This design comes from an exercise in tuning for small area on the open sky130 flow, not from production work. RTL that was checked went through simulation tests only; none was proved equivalent to the original. Power figures rest on the tool's default switching activity, not on a simulated workload.

==> inputs of run G <==
## arp_top
module arp_top(
  input         clk,
  input         rst,
  input  [15:0] tx_hdr_type,
  input  [15:0] tx_proto_type,
  input  [7:0]  tx_hdw_length,
  input  [7:0]  tx_pro_length,
  input  [15:0] tx_operation,
  input  [47:0] tx_send_hdr_addr,
  input  [31:0] tx_send_ip_addr,
  input  [47:0] tx_target_hdr_addr,
  input  [31:0] tx_target_ip_addr,
  output [31:0] tx_data,
  output        tx_ackw,
  output        tx_hold,
  input  [31:0] rx_data,
  output reg [15:0] rx_hdr_type,
  output reg [15:0] rx_proto_type,
  output reg [7:0]  rx_hdw_length,
  output reg [7:0]  rx_pro_length,
  output reg [15:0] rx_operation,
  output reg [47:0] rx_send_hdr_addr,
  output reg [31:0] rx_send_ip_addr,
  output reg [47:0] rx_target_hdr_addr,
  output reg [31:0] rx_target_ip_addr,
  output        rx_ackw
);
==> module arp_top, before the edit <==
module arp_top(
  input         clk,
  input         rst,
  input  [15:0] tx_hdr_type,
  input  [15:0] tx_proto_type,
  input  [7:0]  tx_hdw_length,
  input  [7:0]  tx_pro_length,
  input  [15:0] tx_operation,
  input  [47:0] tx_send_hdr_addr,
  input  [31:0] tx_send_ip_addr,
  input  [47:0] tx_target_hdr_addr,
  input  [31:0] tx_target_ip_addr,
  output [31:0] tx_data,
  output        tx_ackw,
  output        tx_hold,
  input  [31:0] rx_data,
  output reg [15:0] rx_hdr_type,
  output reg [15:0] rx_proto_type,
  output reg [7:0]  rx_hdw_length,
  output reg [7:0]  rx_pro_length,
  output reg [15:0] rx_operation,
  output reg [47:0] rx_send_hdr_addr,
  output reg [31:0] rx_send_ip_addr,
  output reg [47:0] rx_target_hdr_addr,
  output reg [31:0] rx_target_ip_addr,
  output        rx_ackw
);
reg [2:0] s;
always @(posedge clk)
  if (rst)
    s <= 3'd7;
  else if (s == 3'd6)
    s <= 3'd0;
  else if (s == 3'd7)
    s <= 3'd1;
  else
    s <= s + 3'd1;
wire ld = (s == 3'd0) | (s == 3'd7);    
assign tx_ackw = ld;
assign tx_hold = ~ld;
assign rx_ackw = (s == 3'd6);
reg [31:0] h, q1, q2, q3, q4, q5, q6;
wire ldh = ld & ~rst;
wire shh = ~ld & ~rst;
always @(posedge clk) begin
  h  <= ({32{ldh}} & {tx_hdr_type, tx_proto_type}) | ({32{shh}} & q1);
  q1 <= ({32{ld}} & {tx_hdw_length, tx_pro_length, tx_operation}) | ({32{~ld}} & q2);
  q2 <= ({32{ld}} & tx_send_hdr_addr[47:16]) | ({32{~ld}} & q3);
  q3 <= ({32{ld}} & {tx_send_hdr_addr[15:0], tx_send_ip_addr[31:16]}) | ({32{~ld}} & q4);
  q4 <= ({32{ld}} & {tx_send_ip_addr[15:0], tx_target_hdr_addr[47:32]}) | ({32{~ld}} & q5);
  q5 <= ({32{ld}} & tx_target_hdr_addr[31:0]) | ({32{~ld}} & q6);
  q6 <= tx_target_ip_addr;
end
assign tx_data = h;
reg [31:0] b;
always @(posedge clk)
  b <= rx_data;
wire [6:0] wr;
assign wr[0] = (s == 3'd1);
assign wr[1] = (s == 3'd2);
assign wr[2] = (s == 3'd3);
assign wr[3] = (s == 3'd4);
assign wr[4] = (s == 3'd5);
assign wr[5] = (s == 3'd6);
assign wr[6] = (s == 3'd0);
wire [6:0] en = wr & {7{~rst}};
wire [6:0] kp = ~wr & {7{~rst}};
always @(posedge clk) begin
  {rx_hdr_type, rx_proto_type} <= ({32{en[0]}} & b) | ({32{kp[0]}} & {rx_hdr_type, rx_proto_type});
  {rx_hdw_length, rx_pro_length, rx_operation} <= ({32{en[1]}} & b) | ({32{kp[1]}} & {rx_hdw_length, rx_pro_length, rx_operation});
  rx_send_hdr_addr[47:16] <= ({32{en[2]}} & b) | ({32{kp[2]}} & rx_send_hdr_addr[47:16]);
  {rx_send_hdr_addr[15:0], rx_send_ip_addr[31:16]} <= ({32{en[3]}} & b) | ({32{kp[3]}} & {rx_send_hdr_addr[15:0], rx_send_ip_addr[31:16]});
  {rx_send_ip_addr[15:0], rx_target_hdr_addr[47:32]} <= ({32{en[4]}} & b) | ({32{kp[4]}} & {rx_send_ip_addr[15:0], rx_target_hdr_addr[47:32]});
  rx_target_hdr_addr[31:0] <= ({32{en[5]}} & b) | ({32{kp[5]}} & rx_target_hdr_addr[31:0]);
  rx_target_ip_addr <= ({32{en[6]}} & b) | ({32{kp[6]}} & rx_target_ip_addr);
end
endmodule
export LEC_CHECK = 0
export CAP_MARGIN = 20
export CORE_MARGIN = 2
export CORE_UTILIZATION = 40
export SLEW_MARGIN = 20
create_clock -name core_clock -period 5.0 [get_ports {clk}]
run.sh (not shown) runs the stock make flow with config.mk's settings and CLKGATE_MAP_FILE= SYNTH_SCRIPT=/design/flow/synth_recipe.tcl, a recipe that flattens the netlist after the stock synthesis.
==> inputs of run X, as changes to run G <==
==> flow/design.v (replaced) <==
`timescale 1ns / 1ps
module arp_sel(
  input         a,
  input  [31:0] x,
  input         b,
  input  [31:0] y,
  output [31:0] o
);
assign o = ({32{a}} & x) | ({32{b}} & y);
endmodule
`timescale 1ns / 1ps
module arp_top(
  input         clk,
  input         rst,
  input  [15:0] tx_hdr_type,
  input  [15:0] tx_proto_type,
  input  [7:0]  tx_hdw_length,
  input  [7:0]  tx_pro_length,
  input  [15:0] tx_operation,
  input  [47:0] tx_send_hdr_addr,
  input  [31:0] tx_send_ip_addr,
  input  [47:0] tx_target_hdr_addr,
  input  [31:0] tx_target_ip_addr,
  output [31:0] tx_data,
  output        tx_ackw,
  output        tx_hold,
  input  [31:0] rx_data,
  output [15:0] rx_hdr_type,
  output [15:0] rx_proto_type,
  output [7:0]  rx_hdw_length,
  output [7:0]  rx_pro_length,
  output [15:0] rx_operation,
  output [47:0] rx_send_hdr_addr,
  output [31:0] rx_send_ip_addr,
  output [47:0] rx_target_hdr_addr,
  output [31:0] rx_target_ip_addr,
  output        rx_ackw
);
reg       ld, sh;
reg [6:0] wr, nwr;
always @(posedge clk) begin
  ld  <= rst | wr[5];
  sh  <= ~rst & ~wr[5];
  wr  <= {7{~rst}} & {wr[5:0], ld};
  nwr <= {7{rst}} | ~{wr[5:0], ld};
end
assign tx_ackw = ld;
assign tx_hold = sh;
assign rx_ackw = wr[5];
reg  [31:0] h, q1, q2, q3, q4, q5, q6;
wire [31:0] h_d, q1_d, q2_d, q3_d, q4_d, q5_d;
wire ldh = ld & ~rst;
wire shh = sh & ~rst;
arp_sel u_h (.a(ldh), .x({tx_hdr_type, tx_proto_type}),                      .b(shh), .y(q1), .o(h_d));
arp_sel u_q1(.a(ld),  .x({tx_hdw_length, tx_pro_length, tx_operation}),      .b(sh),  .y(q2), .o(q1_d));
arp_sel u_q2(.a(ld),  .x(tx_send_hdr_addr[47:16]),                           .b(sh),  .y(q3), .o(q2_d));
arp_sel u_q3(.a(ld),  .x({tx_send_hdr_addr[15:0], tx_send_ip_addr[31:16]}),  .b(sh),  .y(q4), .o(q3_d));
arp_sel u_q4(.a(ld),  .x({tx_send_ip_addr[15:0], tx_target_hdr_addr[47:32]}),.b(sh),  .y(q5), .o(q4_d));
arp_sel u_q5(.a(ld),  .x(tx_target_hdr_addr[31:0]),                          .b(sh),  .y(q6), .o(q5_d));
always @(posedge clk) begin
  h  <= h_d;
  q1 <= q1_d;
  q2 <= q2_d;
  q3 <= q3_d;
  q4 <= q4_d;
  q5 <= q5_d;
  q6 <= tx_target_ip_addr;
end
assign tx_data = h;
reg  [31:0] b;
reg  [31:0] f0, f1, f2, f3, f4, f5, f6;
wire [31:0] f0_d, f1_d, f2_d, f3_d, f4_d, f5_d, f6_d;
always @(posedge clk)
  b <= rx_data;
wire [6:0] en = wr & {7{~rst}};
wire [6:0] kp = nwr & {7{~rst}};
arp_sel u_f0(.a(en[0]), .x(b), .b(kp[0]), .y(f0), .o(f0_d));
arp_sel u_f1(.a(en[1]), .x(b), .b(kp[1]), .y(f1), .o(f1_d));
arp_sel u_f2(.a(en[2]), .x(b), .b(kp[2]), .y(f2), .o(f2_d));
arp_sel u_f3(.a(en[3]), .x(b), .b(kp[3]), .y(f3), .o(f3_d));
arp_sel u_f4(.a(en[4]), .x(b), .b(kp[4]), .y(f4), .o(f4_d));
arp_sel u_f5(.a(en[5]), .x(b), .b(kp[5]), .y(f5), .o(f5_d));
arp_sel u_f6(.a(en[6]), .x(b), .b(kp[6]), .y(f6), .o(f6_d));
always @(posedge clk) begin
  f0 <= f0_d;
  f1 <= f1_d;
  f2 <= f2_d;
  f3 <= f3_d;
  f4 <= f4_d;
  f5 <= f5_d;
  f6 <= f6_d;
end
assign {rx_hdr_type, rx_proto_type} = f0;
assign {rx_hdw_length, rx_pro_length, rx_operation} = f1;
assign rx_send_hdr_addr = {f2, f3[31:16]};
assign rx_send_ip_addr = {f3[15:0], f4[31:16]};
assign rx_target_hdr_addr = {f4[15:0], f5};
assign rx_target_ip_addr = f6;
endmodule
CTS_BUF_LIST = sky130_fd_sc_hd__clkbuf_4 sky130_fd_sc_hd__clkbuf_8   (was not set)
SYNTH_HIERARCHICAL = 1   (was not set)
SYNTH_MINIMUM_KEEP_SIZE = 0   (was not set)
==> comparison table <==
| quantity | run X | run G |
|---|---|---|
| Switch Pwr | 1.83 mW | 3.74 mW |
| First DRT Iteration DRCs | 458 | 436 |
| Max incr delay on CP | 0.92 ns | 0.67 ns |
| #MultiIn Comb | 441 | 569 |
| Worst-case vdd ir drop | 0.264 mV | 0.583 mV |
| Netlist area before placement | 14700 µm² | 15900 µm² |
| Proportion of netlist area held by the largest area contributor | 67.7% | 61.0% |
| Clock Latency Late Sink | 0.62 ns | 0.58 ns |
| Final Critical Period | 3.29 ns | 3.25 ns |
| Routed wire length | 46.3 mm | 50.2 mm |
| Worst hold margin | 0.374 ns | 0.441 ns |
| Net count of the mapped netlist | 1275 | 1588 |
| Result of the run | no timing/DRC/antenna violations | no timing/DRC/antenna violations |
| Half-perimeter wire length of the detailed placement result | 32.9 mm | 36.4 mm |
| Share of the final layout cell area in sequential cells | 46.7% | 42.4% |
| Number of distinct standard cells referenced by the synthesized netlist | 10 | 26 |
| Area after detailed placement | 19700 µm² | 21200 µm² |
| Fmax | 304 MHz | 308 MHz |
| Clock Power Share | 40.9% | 27.5% |
| Total Routing Usage GR | 23.6% | 23.5% |
| Switching share of total power | 22.1% | 28.5% |
| Met3 Wirelength | 4.40 mm | 4.78 mm |
| Power per cell area | 389 nW/µm² | 575 nW/µm² |
| Final weighted congestion in routability-driven placement | 0.787 | 0.780 |
Only the layout flow was run in run X; the RTL was not checked for function there.

==> separate check: timing with driven ports <==
No port has a modelled driver above. Below, the same layouts with a new extraction and two added sets of constraints.
Step 1: set_driving_cell puts a clkbuf_16 on clk and a buf_2 on each other input, an assumption about the parent block.
Step 2 adds t to the input delays and takes it off the output delays; t is the mean of the earliest and latest rising clock arrival at the registers after step 1. Input paths then give back, and output paths get back, about the clock's delay inside the block.
a / b / c = no drivers / after step 1 / after step 2; a / b = the first two.
run | t, ns | setup slack, ns | clock arrival spread, ns | worst slew at a driven data input, ns | pins driven straight from the clock port
run G | 0.626 | 1.753 / 1.697 / 2.173 | 0.020 / 0.020 | 0.13 | 1
run X | 0.656 | 1.709 / 1.661 / 1.860 | 0.028 / 0.028 | 0.08 | 1
After both steps every run listed still meets setup and hold.
